From an optimization exercise on the open Yosys and OpenROAD flow, aimed at a short achievable clock period and few clock cycles; shortcuts taken in it are not production practice. No functional check of the RTL was part of this run. Power is estimated from default activity; no workload was simulated.

==> design.v <==
module ALU(
    input i_sub,
    input [31:0] i_d1,
    input [31:0] i_d2,
    output [31:0] o_result
);
wire [31:0] w_sum  = i_d1 + i_d2;
wire [31:0] w_diff = i_d1 - i_d2;
assign o_result = i_sub ? w_diff : w_sum;
endmodule
module Decoder(
    input [31:0] i_ir,
    output o_lw,             
    output o_sw,             
    output o_alu,            
    output o_sub,            
    output o_we,             
    output o_e1,             
    output o_e2,             
    output [3:0] o_rd,
    output [3:0] o_rs1,
    output [3:0] o_rs2,
    output [15:0] o_imm
);
wire [7:0] w_op = i_ir[31:24];
assign o_lw  = (w_op == 8'd1);
assign o_sw  = (w_op == 8'd2);
assign o_alu = (w_op == 8'd3) || (w_op == 8'd4);
assign o_sub = (w_op == 8'd4);
assign o_we  = o_lw || o_alu;
assign o_e1  = o_lw || o_sw || o_alu;
assign o_e2  = o_alu;
assign o_rd  = i_ir[23:20];
assign o_rs1 = o_lw ? i_ir[3:0] : i_ir[7:4];
assign o_rs2 = i_ir[3:0];
assign o_imm = o_lw ? i_ir[19:4] : i_ir[23:8];
endmodule
module RegisterFile(
    input i_clk,
    input i_reset_n,
    input i_we,                      
    input [3:0] i_ws,                
    input [31:0] i_wd,               
    input [3:0] i_rs1,               
    input [3:0] i_rs2,               
    output [31:0] o_rd1,             
    output [31:0] o_rd2              
);
reg [31:0] r_registers [15:0];
assign o_rd1 = (i_we && i_ws == i_rs1) ? i_wd : r_registers[i_rs1];
assign o_rd2 = (i_we && i_ws == i_rs2) ? i_wd : r_registers[i_rs2];
integer i;
always @(posedge i_clk or negedge i_reset_n)
begin
    if (!i_reset_n) begin
        for (i = 0; i < 16; i = i + 1)
            r_registers[i] <= 0;
    end
    else if (i_we) begin
        r_registers[i_ws] <= i_wd;
    end
end
endmodule
module StallControl(
    input i_stall,
    input i_d_lw,
    input [3:0] i_d_rd,
    input i_f_e1,
    input [3:0] i_f_rs1,
    input i_f_e2,
    input [3:0] i_f_rs2,
    output o_stall_next
);
assign o_stall_next = !i_stall && i_d_lw &&
                      ((i_f_e1 && (i_f_rs1 == i_d_rd)) ||
                       (i_f_e2 && (i_f_rs2 == i_d_rd)));
endmodule
module DecoderReadRegisterMux(
    input [31:0] i_rd,
    input i_sel1,
    input [31:0] i_d1,
    input i_sel2,
    input [31:0] i_d2,
    output [31:0] o_rd
);
wire w_sel0 = !(i_sel1 || i_sel2);
assign o_rd = ({32{i_sel1}} & i_d1) | ({32{i_sel2}} & i_d2) | ({32{w_sel0}} & i_rd);
endmodule
module CPU(
    input i_clk,
    input i_reset_n,
    output [15:0] o_pc,
    input [31:0] i_instruction,
    output [15:0] o_address,
    output o_rw,
    output [31:0] o_data,
    input [31:0] i_data
);
wire        f_lw, f_sw, f_alu, f_sub, f_we, f_e1, f_e2;
wire [3:0]  f_rd, f_rs1, f_rs2;
wire [15:0] f_imm;
Decoder decoder(
    .i_ir(i_instruction),
    .o_lw(f_lw), .o_sw(f_sw), .o_alu(f_alu), .o_sub(f_sub), .o_we(f_we),
    .o_e1(f_e1), .o_e2(f_e2),
    .o_rd(f_rd), .o_rs1(f_rs1), .o_rs2(f_rs2), .o_imm(f_imm)
);
reg         r_stall;
reg [13:0]  r_pc;
reg         d_lw, d_sw, d_alu, d_sub, d_we;
reg [3:0]   d_rd, d_rs1, d_rs2;
reg [15:0]  d_imm;
reg         e_lw, e_sw, e_sub, e_we;
reg [3:0]   e_rd;
reg [31:0]  e_a, e_b, e_s;
reg         e_a1, e_a2, e_b1, e_b2, e_s1, e_s2, e_sl;
reg         m_lw, m_we;
reg [3:0]   m_rd;
reg [31:0]  m_res;
reg [15:0]  m_addr;
reg         m_rw;
reg [31:0]  m_data;
reg         w_we;
reg [3:0]   w_rd;
reg [31:0]  w_val;
wire w_stall_next;
StallControl stallControl(
    .i_stall(r_stall),
    .i_d_lw(d_lw),
    .i_d_rd(d_rd),
    .i_f_e1(f_e1),
    .i_f_rs1(f_rs1),
    .i_f_e2(f_e2),
    .i_f_rs2(f_rs2),
    .o_stall_next(w_stall_next)
);
always @(posedge i_clk or negedge i_reset_n)
begin
    if (!i_reset_n) begin
        r_stall <= 0;
        r_pc <= 0;
        d_lw <= 0;
        d_sw <= 0;
        d_alu <= 0;
        d_sub <= 0;
        d_we <= 0;
    end
    else begin
        r_stall <= w_stall_next;
        if (!r_stall) begin
            r_pc <= r_pc + 14'd1;
            d_lw <= f_lw;
            d_sw <= f_sw;
            d_alu <= f_alu;
            d_sub <= f_sub;
            d_we <= f_we;
        end
    end
end
always @(posedge i_clk)
begin
    if (!r_stall) begin
        d_rd <= f_rd;
        d_rs1 <= f_rs1;
        d_rs2 <= f_rs2;
        d_imm <= f_imm;
    end
end
assign o_pc = {r_pc, 2'b00};
wire [31:0] w_rf1, w_rf2;
RegisterFile registerFile(
    .i_clk(i_clk),
    .i_reset_n(i_reset_n),
    .i_we(w_we),
    .i_ws(w_rd),
    .i_wd(w_val),
    .i_rs1(d_rs1),
    .i_rs2(d_rs2),
    .o_rd1(w_rf1),
    .o_rd2(w_rf2)
);
wire d_m1 = e_we && (e_rd == d_rs1);
wire d_m2 = e_we && (e_rd == d_rs2);
wire d_n1 = m_we && (m_rd == d_rs1);
wire d_n2 = m_we && (m_rd == d_rs2);
always @(posedge i_clk or negedge i_reset_n)
begin
    if (!i_reset_n) begin
        e_lw <= 0;
        e_sw <= 0;
        e_sub <= 0;
        e_we <= 0;
    end
    else if (r_stall) begin
        e_lw <= 0;
        e_sw <= 0;
        e_sub <= 0;
        e_we <= 0;
    end
    else begin
        e_lw <= d_lw;
        e_sw <= d_sw;
        e_sub <= d_sub;
        e_we <= d_we;
    end
end
always @(posedge i_clk)
begin
    e_rd <= d_rd;
    e_a <= w_rf1;
    e_b <= d_alu ? w_rf2 : {16'b0, d_imm};
    e_s <= w_rf2;
    e_a1 <= d_m1;
    e_a2 <= d_n1 && !d_m1;
    e_b1 <= d_alu && d_m2;
    e_b2 <= d_alu && d_n2 && !d_m2;
    e_s1 <= d_m2 && !e_lw;
    e_sl <= d_m2 && e_lw;
    e_s2 <= d_n2 && !d_m2;
end
wire [31:0] w_a, w_b, w_s, w_y;
DecoderReadRegisterMux muxA(
    .i_rd(e_a), .i_sel1(e_a1), .i_d1(m_res), .i_sel2(e_a2), .i_d2(w_val),
    .o_rd(w_a)
);
DecoderReadRegisterMux muxB(
    .i_rd(e_b), .i_sel1(e_b1), .i_d1(m_res), .i_sel2(e_b2), .i_d2(w_val),
    .o_rd(w_b)
);
DecoderReadRegisterMux muxS(
    .i_rd(e_s), .i_sel1(e_s1), .i_d1(m_res), .i_sel2(e_s2), .i_d2(w_val),
    .o_rd(w_s)
);
ALU alu(
    .i_sub(e_sub),
    .i_d1(w_a),
    .i_d2(w_b),
    .o_result(w_y)
);
always @(posedge i_clk or negedge i_reset_n)
begin
    if (!i_reset_n) begin
        m_lw <= 0;
        m_we <= 0;
        m_rw <= 0;
    end
    else begin
        m_lw <= e_lw;
        m_we <= e_we;
        m_rw <= e_sw;
    end
end
always @(posedge i_clk)
begin
    m_rd <= e_rd;
    m_res <= w_y;
    m_addr <= w_y[15:0];
    m_data <= e_sl ? i_data : w_s;
end
assign o_address = m_addr;
assign o_rw = m_rw;
assign o_data = m_data;
always @(posedge i_clk or negedge i_reset_n)
begin
    if (!i_reset_n)
        w_we <= 0;
    else
        w_we <= m_we;
end
always @(posedge i_clk)
begin
    w_rd <= m_rd;
    w_val <= m_lw ? i_data : m_res;
end
endmodule
==> run.sh <==
#!/bin/bash
# synth_recipe.tcl (not shown) runs the flow's synth.tcl, then flattens the netlist and writes it again
# the make line also repeats each setting of config.mk as NAME=value (left out here)
make -C /OpenROAD-flow-scripts/flow DESIGN_CONFIG=/design/flow/config.mk WORK_HOME=/design/flow/orfs CLKGATE_MAP_FILE= SYNTH_SCRIPT=/design/flow/synth_recipe.tcl finish
==> config.mk <==
export PLATFORM = sky130hd
export DESIGN_NAME = CPU
export DESIGN_NICKNAME = CPU
export VERILOG_FILES = /design/flow/design.v
export SDC_FILE = /design/flow/constraint.sdc
export NUM_CORES = 4
export LEC_CHECK = 0
export ABC_CLOCK_PERIOD_IN_PS = 1500
export CAP_MARGIN = 20
export CORE_MARGIN = 2
export CORE_UTILIZATION = 40
export PLACE_DENSITY = 0.6
export SETUP_SLACK_MARGIN = 3.2
export SLEW_MARGIN = 20
==> constraint.sdc <==
create_clock -name core_clock -period 5.0 [get_ports {i_clk}]
set_input_delay 1.0000 -clock core_clock [delete_from_list [all_inputs] [get_ports {i_clk}]]
set_output_delay 1.0000 -clock core_clock [all_outputs]
set_load 0.01 [all_outputs]
==> out/qor.txt <==
Post-synth EDFFs: 28
Switching component of the power: 3900 uW
Power share of the clock group: 0.450
Sw frac: 0.261
Max Cap Violations: 0
Core Area: 91900 um^2
Final Setup Violations: 0
Detailed Route WL: 179000 um
Status: no timing/DRC/antenna violations
Most frequent cells in the layout: dfrtp_1 (538), mux2_2 (488), a22oi_1 (322)
Layout Area Growth over Synthesis: 42.5%
Overall Global Routing Usage: 0.347
R2r startpoint: e_b2
Pwr Density: 281 nW/um^2
I/O pin cnt: 131
Total power: 14900 uW
Gate Count Post-Synth: 3345
Worst-margin pin slew: 1.16 ns
GRT overflow: 0
Worst hold path class: in2async
Gr busiest metal: met2
Iteration-0 DRC Markers: 5408
Rows: 111
Maximum fanout along the worst path: 6
Initial Util: 0.405
Nets: 3989
Synth Flop Type: dfrtp_1
Peak supply drop: 0.253 mV
H-tree depth: 3
Clock latency on the worst-skew pair: 0.68 ns
Power share of the combinational group: 0.103
Grt met1 use: 0.424
RSZ-0062 raised after global routing: yes
LEAKAGE: 0.0239 uW
Critical Path RT: 5.54 ns
Layout fillers: 7058
Final period util: 0.881
Internal power: 11000 uW
Via count: 35200
Met3 Resource Use GR: 0.146
Clk_skew: 0.0453 ns
Hold buffers post-CTS: 0
Root Buffer: clkbuf_16
GPL Wtd Cong: 0.949
Detailed placement HPWL: 85400 um
Critical path type: reg2reg
Chip height: 309 um
First-pass GRT wire length: 240000 um
Yosys warns: 3
Ys async rst share: 0.693
Remaining antenna violation count: 0
FMAX: 0.227 GHz
CTS clk-pin slew, worst paths: 0.06 ns
Clk sinks: 779
Pre-antenna DRT Iters: 8
Tmin final: 4.40 ns
Vias per cell: 6.78
Setup TNS: 0 ns
Die Wd: 309 um
Share of layout cells above drive strength 1: 0.489
Total CTS buffers: 82
Syn_area_per_cell: 11.1 um^2
Antenna violations before repair: 7
Pre-CTS setup slack: 0.386 ns
Clk buf depth: 3
Vias in the first global route: 33400
Synth Cell Area: 37300 um^2
CP Capture Type: register
Commonest non-fill, non-tap cell in the layout: dfrtp_1
WP data arrival: 4.95 ns
DR WL/cell: 34.5 um
Met2 Use GR: 0.501
Max_slew headroom: 0.226
Sequential area share after synthesis: 0.499
CP Launch Type: register
Final Hold Viols: 0
Fin. max-slew vios: 0
Yosys reg bits: 779
Port Buffer Count: 128
Final worst-path setup slack: 0.597 ns
Die ar.: 95600 um^2
CP startpoint: e_b2
DRC Markers: 0
Synth unique cells: 65
CTS tree: yes
Largest net degree at the start of global routing: 107
Sequential share of power: 0.448
==> cells in the mapped netlist (5+ instances only) <==
library cell  number  area share
and2_1            26      0.0044
inv_1             47      0.0047
buf_2              7     0.00094
o21bai_1           5      0.0010
a21oi_1          158       0.021
edfxtp_1          28       0.023
ha_1              40       0.013
dfxtp_1          211        0.11
buf_1             38      0.0038
a21o_1            27      0.0054
mux2_2           583        0.18
a22o_1           110       0.026
nor4_1            13      0.0022
nand4_1           88       0.015
xnor2_1           54       0.013
o21ai_0           80       0.011
nand2_1          177       0.018
nor2_1            79      0.0080
o21a_1             6      0.0012
dfrtp_1          540        0.36
xor2_1            44       0.010
a211oi_1          35      0.0071
a22oi_1          386       0.078
nand2b_1          18      0.0030
clkbuf_1         254       0.026
buf_4             18      0.0036
a221oi_1          52       0.012
nand3_1           57      0.0077
o22ai_1           65       0.011
nor3_1            34      0.0046
nor2b_1           11      0.0018
==> stage by stage <==
step	instance area, um^2	utilization	cells	hold slack (ns)
after CTS	50200	0.547	5069	0.349
after floorplan	38000	-	3346	0.331
after global routing	53100	0.577	5193	0.361
after detailed placement	40600	0.442	4514	0.336
after global placement	40600	0.442	4514	0.336
final	53100	0.578	5198	0.329
==> sequential cells by signal, summed over array words and instances (netlist names), 14 cells and up <==
signal and count:
d_imm 16, e_b 32, registerFile.r_registers 512, r_pc 14, m_addr 15, m_res 17
e_a 32, m_data 32, w_val 32, e_s 32
==> cell type report <==
type                    count  area, um^2  area share
multi-input cells        2209       20700       0.390
flip-flops and latches    779       18700       0.352
repair buffers            762        9060       0.171
clock buffers             111        2330      0.0439
well taps                1243        1560      0.0293
clock inverters            40         567      0.0107
inverters                  47         180     0.00339
diodes                      6        15.0    0.000283
repair inverters            1        7.51    0.000141
==> power by group through the flow <==
stage	sequential, uW	combinational (uW)	clock (uW)
after floorplan	6700	525	0
after global placement	6800	974	0
after detailed placement	6800	974	0
after CTS	6660	1320	6690
after global routing	6700	1560	6990
final	6690	1530	6720
==> worst max-delay path, stage by stage, from the launching register on <==
cell and delay [ns]:
dfxtp_4 0.37, buf_8 0.15, buf_6 0.11, buf_6 0.11
a22o_4 0.22, a21oi_4 0.18, ha_4 0.17, nand4_1 0.17
buf_6 0.21, buf_6 0.11, nor4_4 0.40, a31oi_1 0.18
xnor2_1 0.19, ha_1 0.34, nand2_2 0.09, nor3_4 0.25
buf_6 0.14, nand2_4 0.04, a211oi_4 0.25, o31ai_2 0.12
buf_4 0.16, o21ai_4 0.14, nand4_1 0.11, o311ai_1 0.08
==> metal layers <==
metal	up-vias	share of wire
met2	3019	0.41
met5	-	0.0020
li1	13700	-
met4	16	0.092
met3	1079	0.15
met1	17400	0.35
==> worst paths after layout <==
kind	endpoint	slack, ns	cells after the start
worst min register to register	m_rw	0.35	0
worst max register to register	m_res[29]	0.60	23
min in group core_clock	m_rw	0.35	0
worst max-delay path	m_res[29]	0.60	23
max in group asynchronous	registerFile.r_registers[15][23]	3.52	2
worst min-delay path	registerFile.r_registers[7][1]	0.33	1
==> timing repair <==
item	in CTS	in global routing
pin swaps	293	293
gates cloned	37	14
buffers inserted	367	109
resized for setup	971	357
endpoints found under the setup margin	797	643
==> logic make-up after synthesis <==
kind of cell               share of synthesized area
muxes                                          0.176
AOI/OAI and AO/OA                              0.179
buffers and inverters                         0.0390
xor gates and xnor gates                      0.0230
adders and majority gates                     0.0140
and+or+nand+nor                               0.0698
DFF                                            0.499
other                                       0.000101

[afterwards: timing with drivers on the ports]
The flow's constraints put no driver on any port. The routed layout listed below was extracted and timed again, unchanged, in two steps. Step 1, drivers: a clkbuf_16 drives i_clk and a buf_2 each remaining input, both assumed. Step 2 moves the port delays by t, midway between the first and last clock arrival at a register: inputs arrive t later, outputs are due t later. That takes back most of the time a late clock gives input paths. Three values: ideal ports, drivers, drivers and shift; two values: the first two.
t, ns: 0.740
setup WS [ns]: 0.597 / 0.597 / 0.597
slew at the worst register clock pin (ns): 0.08 / 0.08
After both steps this run still meets setup and hold. For this run, drivers alone change the setup slack by 0.000 ns; drivers and shift together by 0.000 ns.
